This is an optimization exercise on Yosys and OpenROAD, whose aim is small area, a short achievable clock period and few clock cycles, not a production implementation. At most, simulation tests tie the RTL to the original design; equivalence was not proved. Power is estimated from default activity; no workload was simulated.

==> run G: inputs <==
## mips_core
module mips_core(
    input         clk,
    input         rst_n,
    output [31:0] imem_addr,
    input  [31:0] imem_data,
    output [31:0] dmem_addr,
    output [31:0] dmem_wdata,
    output        dmem_we,
    input  [31:0] dmem_rdata
);
==> module reg_file, before the edit <==
module reg_file(
    input         clk,
    input         rst_n,
    input  [4:0]  ra,
    input  [4:0]  rb,
    input         we,
    input  [4:0]  wa,
    input  [31:0] wd,
    output [31:0] qa,
    output [31:0] qb,
    output        va,
    output        vb
);
reg [31:0] REG [0:31];
reg [31:0] valid;
always @(posedge clk or negedge rst_n) begin
    if (!rst_n)
        valid <= 32'b0;
    else if (we)
        valid[wa] <= 1'b1;
end
always @(posedge clk) begin
    if (we)
        REG[wa] <= wd;
end
assign va = valid[ra];
assign vb = valid[rb];
assign qa = REG[ra];
assign qb = REG[rb];
endmodule
==> module mips_core, before the edit <==
module mips_core(
    input         clk,
    input         rst_n,
    output [31:0] imem_addr,
    input  [31:0] imem_data,
    output [31:0] dmem_addr,
    output [31:0] dmem_wdata,
    output        dmem_we,
    input  [31:0] dmem_rdata
);
reg  [9:0]  pc;           
reg  [31:0] ir;           
reg         v2;           
reg  [9:0]  pc2;          
reg  [31:0] x3;           
reg  [31:0] y3;           
reg  [31:0] ma3, mb3;     
reg  [4:0]  rd3;
reg         wr3, st3, ld3, mul3;
reg         slt3, lt3;    
reg  [31:0] ws4, wc4;     
reg  [4:0]  rd4;
reg         wr4;
assign imem_addr  = {20'b0, pc, 2'b00};
assign dmem_addr  = x3;
assign dmem_wdata = y3;
assign dmem_we    = st3;
wire [31:0] w4 = ws4 + wc4;
wire [5:0] op = ir[31:26];
wire [5:0] fn = ir[5:0];
wire [4:0] rs = ir[25:21];
wire [4:0] rt = ir[20:16];
wire [4:0] rd = ir[15:11];
wire is_r    = (op == 6'h00);
wire is_lw   = (op == 6'h23);
wire is_sw   = (op == 6'h2B);
wire is_addi = (op == 6'h08);
wire is_beq  = (op == 6'h04);
wire use_rs  = is_r | is_lw | is_sw | is_addi | is_beq;
wire use_rt  = is_r | is_sw | is_beq;
wire f_sub   = (fn == 6'h22);
wire f_slt   = (fn == 6'h2A);
wire f_mul   = (fn == 6'h1C);
wire [31:0] rf_a, rf_b;
wire        rf_va, rf_vb;
reg_file rf (
    .clk(clk), .rst_n(rst_n),
    .ra(rs), .rb(rt),
    .we(wr4), .wa(rd4), .wd(w4),
    .qa(rf_a), .qb(rf_b), .va(rf_va), .vb(rf_vb)
);
wire hit3a = wr3 & (rd3 == rs);
wire hit3b = wr3 & (rd3 == rt);
wire hit4a = wr4 & (rd4 == rs);
wire hit4b = wr4 & (rd4 == rt);
wire [31:0] r3 = slt3 ? {32{lt3}} : x3;     
wire        sa3 = hit3a;
wire        sa4 = ~hit3a & hit4a;
wire        saf = ~hit3a & ~hit4a & rf_va;
wire        sb3 = hit3b;
wire        sb4 = ~hit3b & hit4b;
wire        sbf = ~hit3b & ~hit4b & rf_vb;
wire [31:0] a = ({32{sa3}} & r3) | ({32{sa4}} & w4) | ({32{saf}} & rf_a);
wire [31:0] b = ({32{sb3}} & r3) | ({32{sb4}} & w4) | ({32{sbf}} & rf_b);
wire stall = v2 & (ld3 | mul3) & ((use_rs & hit3a) | (use_rt & hit3b));
wire [31:0] imm  = {{16{ir[15]}}, ir[15:0]};
wire        sub  = is_r & (f_sub | f_slt);
wire [31:0] bop  = is_r ? b : imm;
wire [33:0] sum  = {1'b0, a, 1'b1} + {1'b0, bop ^ {32{sub}}, sub};
wire        ltu  = ~sum[33];
wire [31:0] res  = sum[32:1];
wire       taken    = v2 & is_beq & (a == b);
wire       redirect = taken & ~stall & (rs != rt) & (ir[9:0] != 10'd0);
wire [10:0] btgt2   = {pc2, 1'b1} + {ir[9:0], 1'b1};    
wire [9:0] btgt     = btgt2[10:1];
wire [9:0] pc1 = pc + 10'd1;
wire       f_j = (imem_data[31:26] == 6'h02);
wire       f_b = (imem_data[31:26] == 6'h04) & (imem_data[25:21] == imem_data[20:16]);
wire [9:0] f_btgt = pc1 + imem_data[9:0];
always @(posedge clk or negedge rst_n) begin
    if (!rst_n) begin
        pc <= 10'd0;
        v2 <= 1'b0;
    end else if (stall) begin
        pc <= pc2;
        v2 <= 1'b0;
    end else begin
        if (redirect) begin
            pc <= btgt;
            v2 <= 1'b0;
        end else begin
            pc <= f_j ? imem_data[9:0] : f_b ? f_btgt : pc1;
            v2 <= 1'b1;
        end
    end
end
always @(posedge clk) begin
    ir    <= imem_data;
    pc2   <= pc;
end
always @(posedge clk or negedge rst_n) begin
    if (!rst_n) begin
        wr3 <= 1'b0;
        st3 <= 1'b0;
    end else begin
        wr3 <= v2 & ~stall & (is_r | is_lw | is_addi);
        st3 <= v2 & ~stall & is_sw;
    end
end
always @(posedge clk) begin
    x3   <= res;
    y3   <= b;
    ma3  <= a;
    mb3  <= b & {32{is_r & f_mul}};
    rd3  <= is_r ? rd : rt;
    ld3  <= is_lw;
    mul3 <= is_r & f_mul;
    slt3 <= is_r & f_slt;
    lt3  <= ltu;
end
wire [31:0] ms, mc;
mul32lo mul (.a(ma3), .b(mb3), .s(ms), .c(mc));
always @(posedge clk or negedge rst_n) begin
    if (!rst_n)
        wr4 <= 1'b0;
    else
        wr4 <= wr3;
end
always @(posedge clk) begin
    ws4 <= ld3 ? dmem_rdata : mul3 ? ms : r3;
    wc4 <= (mul3 & ~ld3) ? mc : 32'b0;
    rd4 <= rd3;
end
endmodule
export LEC_CHECK = 0
export CAP_MARGIN = 20
export CORE_MARGIN = 2
export CORE_UTILIZATION = 45
export SLEW_MARGIN = 20
create_clock -name core_clock -period 19.0 [get_ports {clk}]
standard.sh (not shown) runs the stock make flow with config.mk's settings and CLKGATE_MAP_FILE= SYNTH_SCRIPT=/design/flow/synth_recipe.tcl, a recipe that flattens the netlist after the stock synthesis.
==> flow/flow/run.sh <==
#!/bin/bash
set -euo pipefail
MARGIN=$(cat flow/margin.txt)
bash standard.sh SETUP_SLACK_MARGIN="$MARGIN" finish > make_finish.log 2>&1
==> flow/flow/margin.txt <==
13.75
==> inputs of run F, as changes to run G <==
--- a/flow/design.v
+++ b/flow/design.v
@@ -2,16 +2,15 @@
     input         clk,
     input         rst_n,
-    input  [4:0]  ra,
-    input  [4:0]  rb,
+    input  [31:0] sa,
+    input  [31:0] sb,
     input         we,
     input  [4:0]  wa,
     input  [31:0] wd,
-    output [31:0] qa,
-    output [31:0] qb,
-    output        va,
-    output        vb
+    output reg [31:0] da,
+    output reg [31:0] db
 );
 reg [31:0] REG [0:31];
 reg [31:0] valid;
+integer i;
 always @(posedge clk or negedge rst_n) begin
     if (!rst_n)
@@ -24,8 +23,14 @@
         REG[wa] <= wd;
 end
-assign va = valid[ra];
-assign vb = valid[rb];
-assign qa = REG[ra];
-assign qb = REG[rb];
+wire [31:0] ea = sa & valid;
+wire [31:0] eb = sb & valid;
+always @(*) begin
+    da = 32'b0;
+    db = 32'b0;
+    for (i = 0; i < 32; i = i + 1) begin
+        da = da | ({32{ea[i]}} & REG[i]);
+        db = db | ({32{eb[i]}} & REG[i]);
+    end
+end
 endmodule
 module mul32lo (
@@ -898,11 +903,11 @@
 reg  [31:0] ir;           
 reg         v2;           
-reg  [9:0]  pc2;          
+reg  [9:0]  pc2n;         
+reg  [31:0] sel_a;        
+reg  [31:0] sel_b;        
 reg  [31:0] x3;           
 reg  [31:0] y3;           
-reg  [31:0] ma3, mb3;     
 reg  [4:0]  rd3;
 reg         wr3, st3, ld3, mul3;
-reg         slt3, lt3;    
 reg  [31:0] ws4, wc4;     
 reg  [4:0]  rd4;
@@ -929,10 +934,9 @@
 wire f_mul   = (fn == 6'h1C);
 wire [31:0] rf_a, rf_b;
-wire        rf_va, rf_vb;
 reg_file rf (
     .clk(clk), .rst_n(rst_n),
-    .ra(rs), .rb(rt),
+    .sa(sel_a), .sb(sel_b),
     .we(wr4), .wa(rd4), .wd(w4),
-    .qa(rf_a), .qb(rf_b), .va(rf_va), .vb(rf_vb)
+    .da(rf_a), .db(rf_b)
 );
 wire hit3a = wr3 & (rd3 == rs);
@@ -940,13 +944,6 @@
 wire hit4a = wr4 & (rd4 == rs);
 wire hit4b = wr4 & (rd4 == rt);
-wire [31:0] r3 = slt3 ? {32{lt3}} : x3;     
-wire        sa3 = hit3a;
-wire        sa4 = ~hit3a & hit4a;
-wire        saf = ~hit3a & ~hit4a & rf_va;
-wire        sb3 = hit3b;
-wire        sb4 = ~hit3b & hit4b;
-wire        sbf = ~hit3b & ~hit4b & rf_vb;
-wire [31:0] a = ({32{sa3}} & r3) | ({32{sa4}} & w4) | ({32{saf}} & rf_a);
-wire [31:0] b = ({32{sb3}} & r3) | ({32{sb4}} & w4) | ({32{sbf}} & rf_b);
+wire [31:0] a = hit3a ? x3 : hit4a ? w4 : rf_a;
+wire [31:0] b = hit3b ? x3 : hit4b ? w4 : rf_b;
 wire stall = v2 & (ld3 | mul3) & ((use_rs & hit3a) | (use_rt & hit3b));
 wire [31:0] imm  = {{16{ir[15]}}, ir[15:0]};
@@ -955,9 +952,9 @@
 wire [33:0] sum  = {1'b0, a, 1'b1} + {1'b0, bop ^ {32{sub}}, sub};
 wire        ltu  = ~sum[33];
-wire [31:0] res  = sum[32:1];
+wire [31:0] res  = (is_r & f_mul) ? a :
+                   (is_r & f_slt) ? {32{ltu}} : sum[32:1];
 wire       taken    = v2 & is_beq & (a == b);
 wire       redirect = taken & ~stall & (rs != rt) & (ir[9:0] != 10'd0);
-wire [10:0] btgt2   = {pc2, 1'b1} + {ir[9:0], 1'b1};    
-wire [9:0] btgt     = btgt2[10:1];
+wire [9:0] btgt     = pc2n + ir[9:0];
 wire [9:0] pc1 = pc + 10'd1;
 wire       f_j = (imem_data[31:26] == 6'h02);
@@ -968,8 +965,5 @@
         pc <= 10'd0;
         v2 <= 1'b0;
-    end else if (stall) begin
-        pc <= pc2;
-        v2 <= 1'b0;
-    end else begin
+    end else if (!stall) begin
         if (redirect) begin
             pc <= btgt;
@@ -982,6 +976,10 @@
 end
 always @(posedge clk) begin
-    ir    <= imem_data;
-    pc2   <= pc;
+    if (!stall) begin
+        ir    <= imem_data;
+        pc2n  <= pc1;
+        sel_a <= 32'd1 << imem_data[25:21];
+        sel_b <= 32'd1 << imem_data[20:16];
+    end
 end
 always @(posedge clk or negedge rst_n) begin
@@ -997,14 +995,10 @@
     x3   <= res;
     y3   <= b;
-    ma3  <= a;
-    mb3  <= b & {32{is_r & f_mul}};
     rd3  <= is_r ? rd : rt;
     ld3  <= is_lw;
     mul3 <= is_r & f_mul;
-    slt3 <= is_r & f_slt;
-    lt3  <= ltu;
 end
 wire [31:0] ms, mc;
-mul32lo mul (.a(ma3), .b(mb3), .s(ms), .c(mc));
+mul32lo mul (.a(x3), .b(y3), .s(ms), .c(mc));
 always @(posedge clk or negedge rst_n) begin
     if (!rst_n)
@@ -1014,5 +1008,5 @@
 end
 always @(posedge clk) begin
-    ws4 <= ld3 ? dmem_rdata : mul3 ? ms : r3;
+    ws4 <= ld3 ? dmem_rdata : mul3 ? ms : x3;
     wc4 <= (mul3 & ~ld3) ? mc : 32'b0;
     rd4 <= rd3;
==> flow/flow/margin.txt (replaced) <==
13.7
--- a/flow/config.mk
+++ b/flow/config.mk
@@ -6,4 +6,5 @@
 export NUM_CORES = 4
 export LEC_CHECK = 0
+export ABC_CLOCK_PERIOD_IN_PS = 5000
 export CAP_MARGIN = 20
 export CORE_MARGIN = 2
==> inputs of run H, as changes to run G <==
--- a/flow/design.v
+++ b/flow/design.v
@@ -2,11 +2,11 @@
     input         clk,
     input         rst_n,
-    input  [4:0]  ra,
-    input  [4:0]  rb,
+    input  [31:0] sa,
+    input  [31:0] sb,
     input         we,
     input  [4:0]  wa,
     input  [31:0] wd,
-    output [31:0] qa,
-    output [31:0] qb,
+    output reg [31:0] qa,
+    output reg [31:0] qb,
     output        va,
     output        vb
@@ -14,4 +14,5 @@
 reg [31:0] REG [0:31];
 reg [31:0] valid;
+integer i;
 always @(posedge clk or negedge rst_n) begin
     if (!rst_n)
@@ -24,8 +25,14 @@
         REG[wa] <= wd;
 end
-assign va = valid[ra];
-assign vb = valid[rb];
-assign qa = REG[ra];
-assign qb = REG[rb];
+assign va = |(sa & valid);
+assign vb = |(sb & valid);
+always @(*) begin
+    qa = 32'b0;
+    qb = 32'b0;
+    for (i = 0; i < 32; i = i + 1) begin
+        qa = qa | ({32{sa[i]}} & REG[i]);
+        qb = qb | ({32{sb[i]}} & REG[i]);
+    end
+end
 endmodule
 module mul32lo (
@@ -899,4 +906,6 @@
 reg         v2;           
 reg  [9:0]  pc2;          
+reg  [31:0] sel_a;        
+reg  [31:0] sel_b;        
 reg  [31:0] x3;           
 reg  [31:0] y3;           
@@ -932,5 +941,5 @@
 reg_file rf (
     .clk(clk), .rst_n(rst_n),
-    .ra(rs), .rb(rt),
+    .sa(sel_a), .sb(sel_b),
     .we(wr4), .wa(rd4), .wd(w4),
     .qa(rf_a), .qb(rf_b), .va(rf_va), .vb(rf_vb)
@@ -984,4 +993,6 @@
     ir    <= imem_data;
     pc2   <= pc;
+    sel_a <= 32'd1 << imem_data[25:21];
+    sel_b <= 32'd1 << imem_data[20:16];
 end
 always @(posedge clk or negedge rst_n) begin
--- a/flow/config.mk
+++ b/flow/config.mk
@@ -9,3 +9,5 @@
 export CORE_MARGIN = 2
 export CORE_UTILIZATION = 45
+export CTS_CLUSTER_DIAMETER = 110
+export CTS_CLUSTER_SIZE = 22
 export SLEW_MARGIN = 20
==> inputs of run C, as changes to run G <==
--- a/flow/design.v
+++ b/flow/design.v
@@ -2,11 +2,11 @@
     input         clk,
     input         rst_n,
-    input  [4:0]  ra,
-    input  [4:0]  rb,
+    input  [31:0] sa,
+    input  [31:0] sb,
     input         we,
     input  [4:0]  wa,
     input  [31:0] wd,
-    output [31:0] qa,
-    output [31:0] qb,
+    output reg [31:0] qa,
+    output reg [31:0] qb,
     output        va,
     output        vb
@@ -14,4 +14,5 @@
 reg [31:0] REG [0:31];
 reg [31:0] valid;
+integer i;
 always @(posedge clk or negedge rst_n) begin
     if (!rst_n)
@@ -24,8 +25,14 @@
         REG[wa] <= wd;
 end
-assign va = valid[ra];
-assign vb = valid[rb];
-assign qa = REG[ra];
-assign qb = REG[rb];
+assign va = |(sa & valid);
+assign vb = |(sb & valid);
+always @(*) begin
+    qa = 32'b0;
+    qb = 32'b0;
+    for (i = 0; i < 32; i = i + 1) begin
+        qa = qa | ({32{sa[i]}} & REG[i]);
+        qb = qb | ({32{sb[i]}} & REG[i]);
+    end
+end
 endmodule
 module mul32lo (
@@ -897,4 +904,6 @@
 reg  [9:0]  pc;           
 reg  [31:0] ir;           
+reg  [31:0] qa2, qb2;     
+reg         va2, vb2;     
 reg         v2;           
 reg  [9:0]  pc2;          
@@ -908,4 +917,7 @@
 reg  [4:0]  rd4;
 reg         wr4;
+reg  [31:0] w5;           
+reg  [4:0]  rd5;
+reg         wr5;
 assign imem_addr  = {20'b0, pc, 2'b00};
 assign dmem_addr  = x3;
@@ -932,5 +944,5 @@
 reg_file rf (
     .clk(clk), .rst_n(rst_n),
-    .ra(rs), .rb(rt),
+    .sa(32'd1 << imem_data[25:21]), .sb(32'd1 << imem_data[20:16]),
     .we(wr4), .wa(rd4), .wd(w4),
     .qa(rf_a), .qb(rf_b), .va(rf_va), .vb(rf_vb)
@@ -940,13 +952,17 @@
 wire hit4a = wr4 & (rd4 == rs);
 wire hit4b = wr4 & (rd4 == rt);
+wire hit5a = wr5 & (rd5 == rs);
+wire hit5b = wr5 & (rd5 == rt);
 wire [31:0] r3 = slt3 ? {32{lt3}} : x3;     
 wire        sa3 = hit3a;
 wire        sa4 = ~hit3a & hit4a;
-wire        saf = ~hit3a & ~hit4a & rf_va;
+wire        sa5 = ~hit3a & ~hit4a & hit5a;
+wire        saf = ~hit3a & ~hit4a & ~hit5a & va2;
 wire        sb3 = hit3b;
 wire        sb4 = ~hit3b & hit4b;
-wire        sbf = ~hit3b & ~hit4b & rf_vb;
-wire [31:0] a = ({32{sa3}} & r3) | ({32{sa4}} & w4) | ({32{saf}} & rf_a);
-wire [31:0] b = ({32{sb3}} & r3) | ({32{sb4}} & w4) | ({32{sbf}} & rf_b);
+wire        sb5 = ~hit3b & ~hit4b & hit5b;
+wire        sbf = ~hit3b & ~hit4b & ~hit5b & vb2;
+wire [31:0] a = ({32{sa3}} & r3) | ({32{sa4}} & w4) | ({32{sa5}} & w5) | ({32{saf}} & qa2);
+wire [31:0] b = ({32{sb3}} & r3) | ({32{sb4}} & w4) | ({32{sb5}} & w5) | ({32{sbf}} & qb2);
 wire stall = v2 & (ld3 | mul3) & ((use_rs & hit3a) | (use_rt & hit3b));
 wire [31:0] imm  = {{16{ir[15]}}, ir[15:0]};
@@ -983,4 +999,8 @@
 always @(posedge clk) begin
     ir    <= imem_data;
+    qa2   <= rf_a;
+    qb2   <= rf_b;
+    va2   <= rf_va;
+    vb2   <= rf_vb;
     pc2   <= pc;
 end
@@ -1008,8 +1028,15 @@
 mul32lo mul (.a(ma3), .b(mb3), .s(ms), .c(mc));
 always @(posedge clk or negedge rst_n) begin
-    if (!rst_n)
+    if (!rst_n) begin
         wr4 <= 1'b0;
-    else
+        wr5 <= 1'b0;
+    end else begin
         wr4 <= wr3;
+        wr5 <= wr4;
+    end
+end
+always @(posedge clk) begin
+    w5  <= w4;
+    rd5 <= rd4;
 end
 always @(posedge clk) begin
==> flow/flow/margin.txt (replaced) <==
13.8
==> run summary <==
clock latency on the worst-skew pair=870 ps; Area contributors post-synth=edfxtp_1, dfxtp_1, a22oi_1, fa_1, nand2_1; outcome=complete, no violations; Clock Power=3.13 mW; fraction of layout cells with a size suffix above 1=0.172; core area=169,000 µm²; max incr delay on CP=350 ps; Layout Skew=71.9 ps; Crit path buffers/inverters=1; placed cell areas=82,500 µm²; Post-Syn Area=76,900 µm²; final-layout clock buffer total=198; CP startpoint=imem_data[0]; non-filler instance count after layout=9,641; wire per inst=38.4 µm
-- figures above: run C

==> run summary <==
Clock Power=2.70 mW; Layout Skew=36.8 ps; Area contributors post-synth=edfxtp_1, mux4_2, dfxtp_1, fa_1, nand2_1; clock latency on the worst-skew pair=800 ps; outcome=complete, no violations; non-filler instance count after layout=9,113; CP startpoint=ir[22]; initial antenna violation count=15; Post-Syn Area=79,300 µm²; final-layout clock buffer total=176
-- figures above: run G

==> run summary <==
CP startpoint=sel_a[26]; fraction of layout cells with a size suffix above 1=0.205; core area=161,000 µm²; Layout Skew=75.1 ps; max incr delay on CP=1060 ps; Clock Power=2.99 mW; final-layout clock buffer total=182; outcome=complete, no violations; Post-Syn Area=72,900 µm²; Area contributors post-synth=edfxtp_1, a22oi_1, fa_1, dfxtp_1, a221oi_1; non-filler instance count after layout=9,395
-- figures above: run F

==> run summary <==
Clock Power=1.85 mW; placed cell areas=78,600 µm²; Layout Skew=91.7 ps; final-layout clock buffer total=115; outcome=complete, no violations; non-filler instance count after layout=9,156; clock latency on the worst-skew pair=780 ps
-- figures above: run H

Testbench counts of run H, summed over its fixed seeds: cycles 103,356.
No functional check of the RTL was part of run G, run F and run C.

## re-timing with driven ports
Ports are ideal in the flow. The routed layouts listed here were re-timed in OpenROAD.
Step 1, drivers: a clkbuf_16 drives clk and a buf_2 each remaining input, both assumed.
Step 2 times the ports against the registers' clock, not the clock port: input delays grow and output delays shrink by t, the midpoint of the rising clock arrivals with the driver on.
Slacks: ideal / step 1 / step 2; pairs: ideal / step 1.
run | shift t [ns] | setup slack, ns | worst hold slack (ns) | worst setup path after step 2
run G | 0.869 | 13.359 / 13.359 / 12.701 | 0.411 / 0.411 / 0.411 | input to register
run F | 0.899 | 13.085 / 13.085 / 12.792 | 0.386 / 0.386 / 0.386 | input to register
run H | 0.821 | 13.535 / 13.535 / 12.898 | 0.383 / 0.383 / 0.383 | input to register
run C | 0.914 | 13.701 / 13.708 / 12.832 | 0.384 / 0.384 / 0.384 | input to register
After both steps setup and hold are still met in every run listed. The setup slack of run C, which loses most, moves by +0.007 ns with the drivers and by -0.869 ns with both steps.
